What follows belongs to an exercise in optimizing a design on an open flow for small area and a short achievable clock period; a production flow would make more cautious choices. Function was not checked in any run shown here: the RTL went through the layout flow alone. Power and IR drop assume default switching activity.

[flow/design.v]
module Small_Alu(x, y, swap, dxy, eeq, hx, hy);
  input [30:0] x, y;
  output swap;
  output [7:0] dxy;
  output eeq;
  output hx, hy;
  assign dxy = x[30:23] - y[30:23];
  assign swap = x < y;
  assign eeq = x[30:23] == y[30:23];
  assign hx = |x[30:23];
  assign hy = |y[30:23];
endmodule
module Mux_2(x, y, en, out);
  input [30:0] x, y;
  input en;
  output [30:0] out;
  assign out = en ? x : y;
endmodule
module Mux_3(x, y, en, out);
  input [30:0] x, y;
  input en;
  output [30:0] out;
  assign out = en ? y : x;
endmodule
module Shift_Right(d, m, outp);
  input [5:0] d;    
  input [25:0] m;   
  output [26:0] outp;
  reg [25:0] al;
  reg st;
  always @(*) begin
    al = m;
    st = 1'b0;
    if (d[0]) begin st = st | al[0];         al = al >> 1;  end
    if (d[1]) begin st = st | (|al[1:0]);   al = al >> 2;  end
    if (d[2]) begin st = st | (|al[3:0]);   al = al >> 4;  end
    if (d[3]) begin st = st | (|al[7:0]);   al = al >> 8;  end
    if (d[4]) begin st = st | (|al[15:0]);  al = al >> 16; end
    if (d[5]) begin st = |m; al = 26'd0; end
  end
  assign outp = {al, st};
endmodule
module Big_Alu(sub, a, b, outp);
  input sub;
  input [23:0] a;
  input [26:0] b;
  output [27:0] outp;
  wire [26:0] A = {a, 3'b000};
  wire [26:0] B = b ^ {27{sub}};
  reg [27:0] g, p;
  reg [27:0] G, P;
  integer i, k;
  always @(*) begin
    g[0] = sub; p[0] = 1'b0;
    for (i = 0; i < 27; i = i + 1) begin
      g[i+1] = A[i] & B[i];
      p[i+1] = A[i] ^ B[i];
    end
    G = g; P = p;
    for (k = 1; k < 28; k = k * 2)
      for (i = 2*k - 1; i < 28; i = i + 2*k) begin
        G[i] = G[i] | (P[i] & G[i-k]);
        P[i] = P[i] & P[i-k];
      end
    for (k = 8; k >= 1; k = k / 2)
      for (i = 3*k - 1; i < 28; i = i + 2*k) begin
        G[i] = G[i] | (P[i] & G[i-k]);
        P[i] = P[i] & P[i-k];
      end
  end
  wire [26:0] s = p[27:1] ^ G[26:0];
  wire cout = g[27] | (p[27] & G[26]);
  assign outp = {cout ^ sub, s};
endmodule
module Control(s, lz, zero);
  input [27:0] s;
  output reg [4:0] lz;
  output zero;
  reg found;
  integer i;
  always @(*) begin
    lz = 5'd28;
    found = 1'b0;
    for (i = 27; i >= 0; i = i - 1)
      if (!found && s[i]) begin
        lz = 27 - i;
        found = 1'b1;
      end
  end
  assign zero = ~|s;
endmodule
module Incre_Decre(eb, lz, sh, e);
  input [7:0] eb;
  input [4:0] lz;
  output [4:0] sh;
  output [7:0] e;
  assign sh = ({3'd0, lz} < eb) ? lz : eb[4:0];
  assign e = eb + 8'd1 - {3'd0, sh};
endmodule
module Shift_Left_Right(s, sh, out);
  input [27:0] s;
  input [4:0] sh;
  output [25:0] out;
  wire [27:0] t = s << sh;
  assign out = {t[27:3], |t[2:0]};
endmodule
module Rounding(sign, t, e, spec, nan, result, overflow);
  input sign;
  input [25:0] t;        
  input [7:0] e;
  input spec, nan;
  output [31:0] result;
  output overflow;
  wire up = t[1] & (t[2] | t[0]);
  wire [31:0] pk = {1'b0, (t[25] ? e : 8'd0), t[24:2]} + {31'd0, up};
  wire ovf = pk[31] | (&pk[30:23]);
  assign overflow = ~spec & ovf;
  assign result = spec ? (nan ? 32'h7fc00000 : {sign, 8'hff, 23'd0}) :
                  ovf ? {sign, 8'hff, 23'd0} : {sign, pk[30:0]};
endmodule
module Floating_Point_Addition(clk, reset, in_valid, x, y, out_valid, result, overflow);
input clk, reset;
input in_valid;
input [31:0] x, y;
output out_valid;
output [31:0] result;
output overflow;
reg [4:0] valid;
always @(posedge clk) begin
  if (!reset) valid <= 0;
  else valid <= {valid[3:0], in_valid};
end
assign out_valid = valid[4];
wire swap_w, eeq_w, hx_w, hy_w;
wire [7:0] dxy_w;
Small_Alu u_small_alu(.x(x[30:0]), .y(y[30:0]), .swap(swap_w), .dxy(dxy_w), .eeq(eeq_w),
  .hx(hx_w), .hy(hy_w));
reg [31:0] x0, y0;
reg swap0, eeq0, hx0, hy0;
reg [7:0] dxy0;
always @(posedge clk) begin
  x0 <= x; y0 <= y; swap0 <= swap_w; dxy0 <= dxy_w; eeq0 <= eeq_w; hx0 <= hx_w; hy0 <= hy_w;
end
wire [30:0] big, sml;
Mux_3 u_mux_3(.x(x0[30:0]), .y(y0[30:0]), .en(swap0), .out(big));
Mux_2 u_mux_2(.x(x0[30:0]), .y(y0[30:0]), .en(swap0), .out(sml));
wire hb = swap0 ? hy0 : hx0;
wire hs = swap0 ? hx0 : hy0;
wire pre_r = swap0 & ~eeq0;
wire [7:0] dsel = dxy0 ^ {8{pre_r}};
wire [5:0] d = {|dsel[7:5], dsel[4:0]};
wire pre_l = hb & ~hs;
wire [25:0] ms = (pre_r & ~pre_l) ? {1'b0, hs, sml[22:0], 1'b0} :
                 (pre_l & ~pre_r) ? {sml[22:0], 3'b000} :
                                    {hs, sml[22:0], 2'b00};
wire [26:0] al_w;
Shift_Right u_shift_right(.d(d), .m(ms), .outp(al_w));
wire sx = &x0[30:23], sy = &y0[30:23];
wire sub_w = x0[31] ^ y0[31];
wire nan_w = (sx & (|x0[22:0])) | (sy & (|y0[22:0])) | (sx & sy & sub_w);
reg [23:0] mb1;
reg [26:0] ms1;
reg [7:0] eb1;
reg sign1, sub1, spec1, nan1;
always @(posedge clk) begin
  mb1 <= {hb, big[22:0]};
  ms1 <= al_w;
  eb1 <= {big[30:24], big[23] | ~hb};
  sign1 <= swap0 ? y0[31] : x0[31];
  sub1 <= sub_w;
  spec1 <= sx | sy;
  nan1 <= nan_w;
end
wire [27:0] sum_w;
wire [4:0] lz_w;
wire zero_w;
Big_Alu u_big_alu(.sub(sub1), .a(mb1), .b(ms1), .outp(sum_w));
Control u_control(.s(sum_w), .lz(lz_w), .zero(zero_w));
reg [27:0] s2;
reg [4:0] lz2;
reg [7:0] eb2;
reg sign2, spec2, nan2;
always @(posedge clk) begin
  s2 <= sum_w; lz2 <= lz_w; eb2 <= eb1; sign2 <= sign1 & ~(sub1 & zero_w);
  spec2 <= spec1; nan2 <= nan1;
end
wire [4:0] sh_w;
wire [25:0] t_w;
wire [7:0] e_w;
Incre_Decre u_incre_decre(.eb(eb2), .lz(lz2), .sh(sh_w), .e(e_w));
Shift_Left_Right u_shift_left_right(.s(s2), .sh(sh_w), .out(t_w));
reg [25:0] t3;
reg [7:0] e3;
reg sign3, spec3, nan3;
always @(posedge clk) begin
  t3 <= t_w; e3 <= e_w; sign3 <= sign2; spec3 <= spec2; nan3 <= nan2;
end
wire [31:0] res_w;
wire ovf_w;
Rounding u_rounding(.sign(sign3), .t(t3), .e(e3), .spec(spec3), .nan(nan3),
  .result(res_w), .overflow(ovf_w));
reg [31:0] result;
reg overflow;
always @(posedge clk) begin
  result <= res_w;
  overflow <= ovf_w;
end
endmodule
[flow/flow/run.sh]
#!/bin/bash
# Standard layout, with two changes to how it is optimised:
#  - the port buffers are buf_2 cells instead of the resizer's default pick
#  - repair_timing aims for a setup margin so that paths are sized for a
#    shorter period than the 13 ns constraint (the SDC is unchanged)
set -euo pipefail
export BUFFER_PORTS_ARGS="-buffer_cell sky130_fd_sc_hd__buf_2"
export SETUP_SLACK_MARGIN=9.4
bash standard.sh > standard.log 2>&1
[flow/standard.sh]
#!/bin/bash
# synth_recipe.tcl (not shown) runs the flow's synth.tcl, then flattens the netlist and writes it again
# the make line also repeats each setting of config.mk as NAME=value (left out here)
make -C /OpenROAD-flow-scripts/flow DESIGN_CONFIG=/design/flow/config.mk WORK_HOME=/design/flow/orfs CLKGATE_MAP_FILE= SYNTH_SCRIPT=/design/flow/synth_recipe.tcl "${@:-finish}"
[flow/config.mk]
export PLATFORM = sky130hd
export DESIGN_NAME = Floating_Point_Addition
export DESIGN_NICKNAME = Floating_Point_Addition
export VERILOG_FILES = /design/flow/design.v
export SDC_FILE = /design/flow/constraint.sdc
export NUM_CORES = 4
export LEC_CHECK = 0
export ABC_AREA = 1
export CAP_MARGIN = 20
export CORE_MARGIN = 2
export CORE_UTILIZATION = 40
export CTS_CLUSTER_DIAMETER = 60
export CTS_CLUSTER_SIZE = 40
export SLEW_MARGIN = 20
[flow/constraint.sdc]
create_clock -name core_clock -period 13.0 [get_ports {clk}]
set_input_delay 2.6000 -clock core_clock [delete_from_list [all_inputs] [get_ports {clk}]]
set_output_delay 2.6000 -clock core_clock [all_outputs]
set_load 0.01 [all_outputs]
==> run notes, run 1 <==
- Status: finished clean
- Top_reg_cell synth: dfxtp_1
- Synth top cells by count: nand2_1 (391), dfxtp_1 (258), nand3_1 (241)
- Grt ovf: 0
- Total GRT Usage: 19.5%
- # port buffers: 100
- Netlist area before placement: 13,800 µm²
- Compound-gate portion of the synthesized area: 9.38%
- Unrepaired setup endpoints after global routing: yes
- Initial antenna violation count: 0
- Syn nets: a little over 2,000
- Final HPWL DP: 28,200 µm
- WL/cell: approximately 15 µm
- CTS Sinks: 258
- Root Buffer: clkbuf_16
- Final Hold Fails: 0
- Row Count: 67
- CTS Buf Count: 24
- Layout fillers: about 3,400
- Period utilization: 37.7%
- Max-Cap Viols: 0
- Final min period: 4.90 ns
- Dpl cell area: around 15,000 µm²
- Mean Syn Cell Area: 7.38 µm²
- Setup Viol. Count Final: 0
- DR iter-0 viols: 982
- Synth unique cells: 54
- DR vias: 12,413
- Post-Syn Instances: 1,866
- Yosys warns: 4
- Via/cell ratio: 5.10
- Total negative slack: 0 ns
- FF/Latch Area: 5180 µm²
- Pin count of the biggest net entering global routing: 95
- Design area: 16,300 µm²
- Area of the multi-input gates: 7730 µm²
- Slew Viols, Final: 0
- Fin nets: 2,124
- Synth Area in XOR/XNOR: 5.06%
- Clock Latency Late Sink: 0.55 ns
- Post-Synth Adder-Cell Area: 8.72%
- Synth area leaders: dfxtp_1 (38%), nand2_1 (11%), nand3_1 (8.8%)
- CTS tree: built
- Area Growth Syn to Fin: 18.2%
- Crit. Startpoint: sub1
- Reg2reg start: sub1
- Slew @ Worst Pin: 0.700 ns
- CP arrival: 5.36 ns
- Routed Antenna Nets: 0
- Multiplexer share of the synthesized area: 0.0727%
- Most frequent cell after synthesis: nand2_1
- Post-synthesis sequential area ratio: 37.5%
- Share of cells above drive strength 1: ~16%
- Critical Path RT: 13.46 ns
- Largest family of logic cells by synthesized area: simple AND/OR/NAND/NOR gates
- CP Capture Type: register
- Number of global-route vias before repair: 11,494
- DRC viols: 0
- Cell taking the most area after synthesis: dfxtp_1
- DIE HEIGHT: between 150 and 200 µm
- Post-synth EDFFs: 0
- DIE AREA: 35,900 µm²
- CP startpoint kind: register
- Die Wd: 190 µm
- CP Max Fanout: 8
- Gpl congestion: 0.948
- H-tree levels: 1
- Share of the synthesized area in the top cell type: between 30% and 40%
- Total routed wirelength: 35,900 µm
- Clk buf depth: 3
- Clk slew on worst S/H paths: 0.08 ns
- Peak Freq: between 200 and 250 MHz
- Max_slew headroom: 53.1%
- Post-synthesis register bit count: 258
- Simple-gate area share of the yosys netlist: a little under a third
- Maximum vdd drop: 0.114 mV
- Pleak: 7.72 nW
- Global-route wire length before repair: approximately 57,000 µm
- Core area: 33,700 µm²
- Ys async rst share: 0%
- ANT cells: 0
- Clk_skew: a little under 0.04 ns
- WS Path Type: register to register
- Top Ports: a little over 100
- Starting density of the core: 40.9%
- Power per cell area: 209 nW/µm²
- Worst hold-check path type: register to register
- Hold Startpoint: eb1[0]
- Post-CTS Hold Buffers: 0
- Drt pass-1 iters: 6
-- cell type report --
class                   count  share of cell area [%]
well taps                 448                    3.44
repair inverters            1                  0.0307
multi-input cells        1308                    47.5
clock buffers              25                    3.77
inverters                 233                    5.54
flip-flops and latches    258                    31.8
clock inverters            18                    1.74
repair buffers            144                    6.14
-- per-stage QoR --
step	worst slack (ns)	std cells	total power, mW	hold WS (ns)	utilization, %
5_1_grt	7.78	2435	3.67	0.338	48.3
3_3_place_gp	7.78	2360	2.54	0.312	43.7
2_1_floorplan	8.43	1866	2.17	0.310	-
6_report	8.10	2435	3.40	0.328	48.3
3_5_place_dp	7.66	2360	2.55	0.312	43.7
4_1_cts	8.10	2426	3.37	0.329	47.6
-- timing repair --
item	CTS	global route
pin swaps	22	21
hold endpoints to repair	0	0
setup endpoints to repair	41	62
gates cloned	2	0
setup buffers	21	9
gates resized for setup	48	51
-- sequential cells by signal, indices dropped and copies added (netlist names), 5 cells and up --
name / cells
result: 32
x0: 32
y0: 32
s2: 28
ms1: 27
t3: 26
mb1: 24
dxy0: 8
e3: 8
eb1: 8
eb2: 8
lz2: 5
valid: 5
-- per-layer routing --
| metal | vias up | global-route usage (%) | share of wire, % |
|---|---|---|---|
| li1 | 6433 | - | - |
| met1 | 5611 | 25.8 | 46 |
| met2 | 312 | 32.9 | 46 |
| met3 | 57 | 2.56 | 4.6 |
| met4 | 0 | 6.38 | 3.1 |
| met5 | - | 0 | 0 |
-- kinds of logic after synthesis --
logic type	after synthesis
AOI/OAI and AO/OA	233
and+or+nand+nor	910
buffers and inverters	300
muxes	1
DFF	258
xor gates and xnor gates	77
adders and majority gates	87
-- critical path, stage by stage, from the launching register on --
cell and delay, ns:
dfxtp_4 0.35, buf_12 0.15, xor2_1 0.16, ha_1 0.34, nand2_2 0.08, o311ai_4 0.32
a21oi_2 0.10, o21a_1 0.20, o21ai_2 0.18, nand3_2 0.09, nand2_2 0.10, a21boi_2 0.07
fa_2 0.33, fa_1 0.52, nand3_2 0.12, nor2_4 0.13, nand4_1 0.12, nor2_2 0.12
nand4_1 0.15, buf_4 0.18, buf_4 0.12, nor3_1 0.27, nand3_1 0.11, nand4_1 0.12
a21oi_1 0.06, nand2_1 0.10, a21oi_1 0.04, a21oi_1 0.16
-- report_power, final --
group	leakage [nW]	switching (mW)	internal, mW
Sequential	2.16	0.116	1.00
Combinational	5.13	0.961	0.555
Clock	0.430	0.368	0.398
Total	7.72	1.44	1.95
-- cells in the final DEF (no fill, tap or decap), types with 46 or more instances in the layout --
cell / n
inv_1: 213
buf_2: 85
a21oi_1: 46
dfxtp_1: 246
nand2_1: 387
ha_1: 63
nand4_1: 77
xor2_1: 51
o21ai_0: 122
nand3_1: 238
nor2_1: 89
-- worst paths after layout --
path	depth (start not counted)	slack [ns]	endpoint
worst max-delay path	27	8.10	lz2[0]
worst min-delay path	0	0.33	eb2[0]
worst max register to register	27	8.10	lz2[0]
worst min register to register	0	0.33	eb2[0]
==> run 2: changes to the inputs <==
--- a/flow/design.v
+++ b/flow/design.v
@@ -74,6 +74,12 @@
 endmodule
-module Control(s, lz, zero);
-  input [27:0] s;
-  output reg [4:0] lz;
-  output zero;
+module Control(sub, a, b, eb, sh, nl);
+  input sub;
+  input [26:0] a, b;
+  input [7:0] eb;
+  output [4:0] sh;
+  output nl;             
+  wire [26:0] nz = a ^ b;
+  wire [26:0] neg = ~a & b;
+  wire [27:0] f = {~sub, {27{sub}} & nz & ~{neg[25:0], 1'b0}};
+  reg [4:0] lz;
   reg found;
@@ -84,3 +90,3 @@
     for (i = 27; i >= 0; i = i - 1)
-      if (!found && s[i]) begin
+      if (!found && f[i]) begin
         lz = 27 - i;
@@ -89,17 +95,23 @@
   end
-  assign zero = ~|s;
-endmodule
-module Incre_Decre(eb, lz, sh, e);
+  assign nl = {3'd0, lz} < eb;
+  assign sh = nl ? lz : eb[4:0];
+endmodule
+module Incre_Decre(eb, sh, corr, e);
   input [7:0] eb;
-  input [4:0] lz;
-  output [4:0] sh;
+  input [4:0] sh;
+  input corr;
   output [7:0] e;
-  assign sh = ({3'd0, lz} < eb) ? lz : eb[4:0];
-  assign e = eb + 8'd1 - {3'd0, sh};
-endmodule
-module Shift_Left_Right(s, sh, out);
+  wire [7:0] e0 = eb + 8'd1 - {3'd0, sh};
+  wire [7:0] e1 = eb - {3'd0, sh};
+  assign e = corr ? e1 : e0;
+endmodule
+module Shift_Left_Right(s, sh, nl, out, corr);
   input [27:0] s;
   input [4:0] sh;
+  input nl;
   output [25:0] out;
-  wire [27:0] t = s << sh;
+  output corr;
+  wire [27:0] t0 = s << sh;
+  assign corr = nl & ~t0[27];
+  wire [27:0] t = corr ? {t0[26:0], 1'b0} : t0;
   assign out = {t[27:3], |t[2:0]};
@@ -174,19 +186,20 @@
 wire [27:0] sum_w;
-wire [4:0] lz_w;
-wire zero_w;
+wire [4:0] sh_w;
+wire nl_w;
 Big_Alu u_big_alu(.sub(sub1), .a(mb1), .b(ms1), .outp(sum_w));
-Control u_control(.s(sum_w), .lz(lz_w), .zero(zero_w));
+Control u_control(.sub(sub1), .a({mb1, 3'b000}), .b(ms1), .eb(eb1), .sh(sh_w), .nl(nl_w));
 reg [27:0] s2;
-reg [4:0] lz2;
+reg [4:0] sh2;
 reg [7:0] eb2;
-reg sign2, spec2, nan2;
-always @(posedge clk) begin
-  s2 <= sum_w; lz2 <= lz_w; eb2 <= eb1; sign2 <= sign1 & ~(sub1 & zero_w);
+reg nl2, sign2, sub2, spec2, nan2;
+always @(posedge clk) begin
+  s2 <= sum_w; sh2 <= sh_w; nl2 <= nl_w; eb2 <= eb1; sign2 <= sign1; sub2 <= sub1;
   spec2 <= spec1; nan2 <= nan1;
 end
-wire [4:0] sh_w;
 wire [25:0] t_w;
+wire corr_w;
 wire [7:0] e_w;
-Incre_Decre u_incre_decre(.eb(eb2), .lz(lz2), .sh(sh_w), .e(e_w));
-Shift_Left_Right u_shift_left_right(.s(s2), .sh(sh_w), .out(t_w));
+Shift_Left_Right u_shift_left_right(.s(s2), .sh(sh2), .nl(nl2), .out(t_w), .corr(corr_w));
+Incre_Decre u_incre_decre(.eb(eb2), .sh(sh2), .corr(corr_w), .e(e_w));
+wire zero_w = ~|s2;
 reg [25:0] t3;
@@ -195,3 +208,3 @@
 always @(posedge clk) begin
-  t3 <= t_w; e3 <= e_w; sign3 <= sign2; spec3 <= spec2; nan3 <= nan2;
+  t3 <= t_w; e3 <= e_w; sign3 <= sign2 & ~(sub2 & zero_w); spec3 <= spec2; nan3 <= nan2;
 end
--- a/flow/config.mk
+++ b/flow/config.mk
@@ -10,5 +10,5 @@
 export CORE_MARGIN = 2
-export CORE_UTILIZATION = 40
-export CTS_CLUSTER_DIAMETER = 60
-export CTS_CLUSTER_SIZE = 40
+export CORE_UTILIZATION = 55
+export CTS_CLUSTER_DIAMETER = 70
+export CTS_CLUSTER_SIZE = 50
 export SLEW_MARGIN = 20
==> run notes, run 2 <==
- Unrepaired setup endpoints after global routing: yes
- Clk_skew: ~0.021 ns
- Highest routed layer: met4
- Netlist area before placement: approximately 15,000 µm²
- Routed wl met3: around 2000 µm
- Final HPWL DP: 28,500 µm
- Final min period: 3.94 ns
- CTS Buf Count: 16
- Setup Viol. Count Final: 0
- DR iter-0 viols: 940
- Power per cell area: 190 nW/µm²
- Area Growth Syn to Fin: 20.7%
- Period utilization: 30.3%
- Clock Latency Late Sink: ~0.5 ns
- Reg2reg start: sub1
- Ys async rst share: 0%
- Worst hold-check path type: register to register
- Most frequent cell after synthesis: nand2_1
- Pleak: 8.41 nW
- Maximum vdd drop: 0.220 mV
- Share of cells above drive strength 1: slightly below 20%
- Crit. Startpoint: sub1
- Via/cell ratio: 5.34
- Met2 routed WL: between 15,000 and 20,000 µm
- Post-synth EDFFs: 0
- Critical-path cell list: buf_12 -> buf_8 -> xor2_4 -> ha_4 -> a21o_1 -> nand2_1 -> nand2_2 -> a31oi_4 -> nor2_2 -> a211oi_2 -> nor2_1 -> a211oi_2 -> o21a_1 -> o21ai_2 -> a21oi_2 -> nor2_1 -> nor2_2 -> o21a_1 -> nor2_2 -> a211oi_2 -> fa_2 -> fa_2 -> inv_1
- Synth area leaders: dfxtp_1 (36%), nand2_1 (12%), ha_1 (8.7%)
- # port buffers: 100
- Bufs and invs on worst path: 3
- DR vias: 13,056
- Combinational Power Share: 47.8%
- Final Hold Fails: 0
- Post-synthesis register bit count: 260
- Switching Share: 43.7%
- Top_reg_cell synth: dfxtp_1
- Root Buffer: clkbuf_16
- Number of global-route vias before repair: 12,313
- Hold_ws: 0.337 ns
- Grt ovf: 0
- Gpl congestion: ~0.92
- Max_slew headroom: 40.8%
- Hold Startpoint: spec2
- Pin count of the biggest net entering global routing: 83
- Status: finished clean
- CP Capture Type: register
- Total routed wirelength: between 30,000 and 40,000 µm
- Int Power: 1.88 mW
- Global-route wire length before repair: 61,600 µm
- Post-Syn Instances: about 2,000
- Dpl cell area: 15,400 µm²
- Total negative slack: 0 ns
- Critical Path Max Stage Delay: 0.43 ns
- WS Path Type: register to register
- Dpl cells: between 2,000 and 2,500
- Synth unique cells: 58
- CP arrival: 4.40 ns
- Layout fillers: 2,165
- DRC viols: 0
- Initial antenna violation count: 1
- Sw Pwr: around 1.5 mW
- Total GRT Usage: between 20% and 30%
- Cell family with most CP delay: compound AO/OA/AOI/OAI gates
- DIE AREA: 27,800 µm²
- DRT met1 WL: 17,800 µm
- Post-synthesis sequential area ratio: between 30% and 40%
- Mean Syn Cell Area: between 7 and 8 µm²
- Peak Freq: ~250 MHz
- CP startpoint kind: register
- DIE HEIGHT: 167 µm
- Cell taking the most area after synthesis: dfxtp_1
- Clk buf depth: 3
- Yosys warns: 4
- Design area: 17,600 µm²
- Place WS: 8.51 ns
- Max-Cap Viols: 0
- Critical Path RT: 13.46 ns
- Core area: 26,000 µm²
- H-tree levels: 1
- Cell Count, Final, Fillers Out: 2,445
- Worst setup margin: a little over 9 ns
- Starting density of the core: 56.0%
- Leading cell type in the layout, fill and taps excluded: nand2_1
- Clock network power share: roughly 18%
- CTS Sinks: between 200 and 300
- CTS tree: built
- Fin nets: between 2,000 and 2,500
- Synth top cells by count: nand2_1 (461), inv_1 (269), dfxtp_1 (260)
- Clk slew on worst S/H paths: 0.10 ns
- Share of the synthesized area in the top cell type: 35.8%
- CP Max Fanout: 8
- Die Wd: 167 µm
- Drt pass-1 iters: 6
- Max stage delay cell, worst path: fa_2
- WL/cell: approximately 16 µm
- Total Power: 3.33 mW
- Regs by FF count: result: 32 flops, x0: 32 flops, y0: 32 flops
- Top Ports: 101
- Routed Antenna Nets: 0
- Slew @ Worst Pin: 0.879 ns
- Row Count: between 50 and 60
- Sequential Power Share: 34.6%
- Final core utilization: 67.6%
- Slew Viols, Final: 0
- Syn nets: between 2,000 and 2,500
- Most frequent cells in the layout: nand2_1 (440), inv_1 (249), dfxtp_1 (245), o21ai_0 (205), buf_2 (94)
run 2: cell types whose count changed after synthesis, moves of 11 or more:
cell      change
inv_1        +47
mux2i_1      +23
ha_1         +29
o22ai_1      +12
nand3_1     -178
nand2_1      +70
nand4_1      -43
o21ai_0      +81
nor2_4       +23
buf_2        -13
xor2_1       -11
xnor2_1      +22
clkbuf_1     +21
run 2: final cells by class:
class | count | area [µm²] | share of cell area [%]
antenna | 1 | 2.50 | 0.0142
timing repair inverter | 3 | 20.0 | 0.114
clock inverter | 10 | 180 | 1.03
timing repair buffer | 205 | 1540 | 8.76
multi-input combinational | 1337 | 8650 | 49.2
sequential | 260 | 5220 | 29.7
clock buffer | 17 | 425 | 2.42
tap | 335 | 419 | 2.39
inverter | 277 | 1110 | 6.34
run 2: path summary, 6_finish.rpt:
kind,to,slack [ns],cells after the start
setup / recovery,s2[26],9.06,23
hold / removal,spec3,0.34,0
setup reg to reg,s2[26],9.06,23
hold reg to reg,spec3,0.34,0
run 2: kinds of logic (layout without fill, tap and decap cells):
family | count (synthesis) | after routing | share of synthesized area, %
and+or+nand+nor | 768 | 771 | 24.1
adders and majority gates | 119 | 119 | 11.2
AOI/OAI and AO/OA | 338 | 338 | 12.9
other | 0 | 1 | 0
muxes | 24 | 24 | 1.65
buffers and inverters | 348 | 512 | 9.28
xor gates and xnor gates | 85 | 85 | 5.12
DFF | 260 | 260 | 35.8
run 2: worst register-to-register path, stage by stage, from the launching register on:
cell and delay [ns]:
dfxtp_2 0.35, buf_12 0.14, buf_8 0.13, xor2_4 0.19
ha_4 0.17, a21o_1 0.18, nand2_1 0.09, nand2_2 0.07
a31oi_4 0.17, nor2_2 0.06, a211oi_2 0.19, nor2_1 0.07
a211oi_2 0.21, o21a_1 0.19, o21ai_2 0.08, a21oi_2 0.23
nor2_1 0.09, nor2_2 0.14, o21a_1 0.17, nor2_2 0.05
a211oi_2 0.18, fa_2 0.25, fa_2 0.43, inv_1 0.06
run 2: power groups by stage:
| stage | registers [mW] | clock network [mW] | logic, mW |
|---|---|---|---|
| after floorplan | 1.14 | 0 | 1.03 |
| after global placement | 1.14 | 0 | 1.41 |
| after CTS | 1.14 | 0.601 | 1.47 |
| after detailed placement | 1.15 | 0 | 1.41 |
| final | 1.15 | 0.587 | 1.59 |
| after global routing | 1.18 | 0.631 | 1.79 |
run 2: what timing repair did:
| item | 4_1_cts | 5_1_grt |
|---|---|---|
| setup buffers | 55 | 35 |
| resized for setup | 89 | 108 |
| cloned | 4 | 4 |
| hold buffers | 0 | 0 |
| endpoints found under the setup margin | 88 | 93 |
| pin swaps | 40 | 54 |
run 2: routing by layer:
layer,GRT usage (%),vias up
met5,0,-
met4,7.27,0
met3,4.37,67
met2,45.9,292
met1,36.1,6082
li1,-,6615

## afterwards: timing with drivers on the ports
Ports are ideal in the flow. The routed layouts listed here were re-timed in OpenROAD. Step 1, drivers: a clkbuf_16 drives clk and a buf_2 each remaining input, both assumed. Step 2 adds t to the input delays and takes it off the output delays; t is the mean of the earliest and latest rising clock arrival at the registers after step 1. Input paths then give back, and output paths get back, about the clock's delay inside the block. Three values: no drivers, after step 1, after step 2; two values: the first two.
| run | t, ns | slack for setup (ns) | worst setup path at the end | clock arrival spread, ns |
|---|---|---|---|---|
| run 1 | 0.587 | 8.098 / 8.098 / 8.098 | register to register | 0.041 / 0.041 |
| run 2 | 0.556 | 9.060 / 9.060 / 8.756 | input to register | 0.025 / 0.025 |
After both steps setup and hold are still met in every run listed. The setup slack of run 2, which loses most, moves by 0.000 ns with the drivers and by -0.304 ns with both steps.
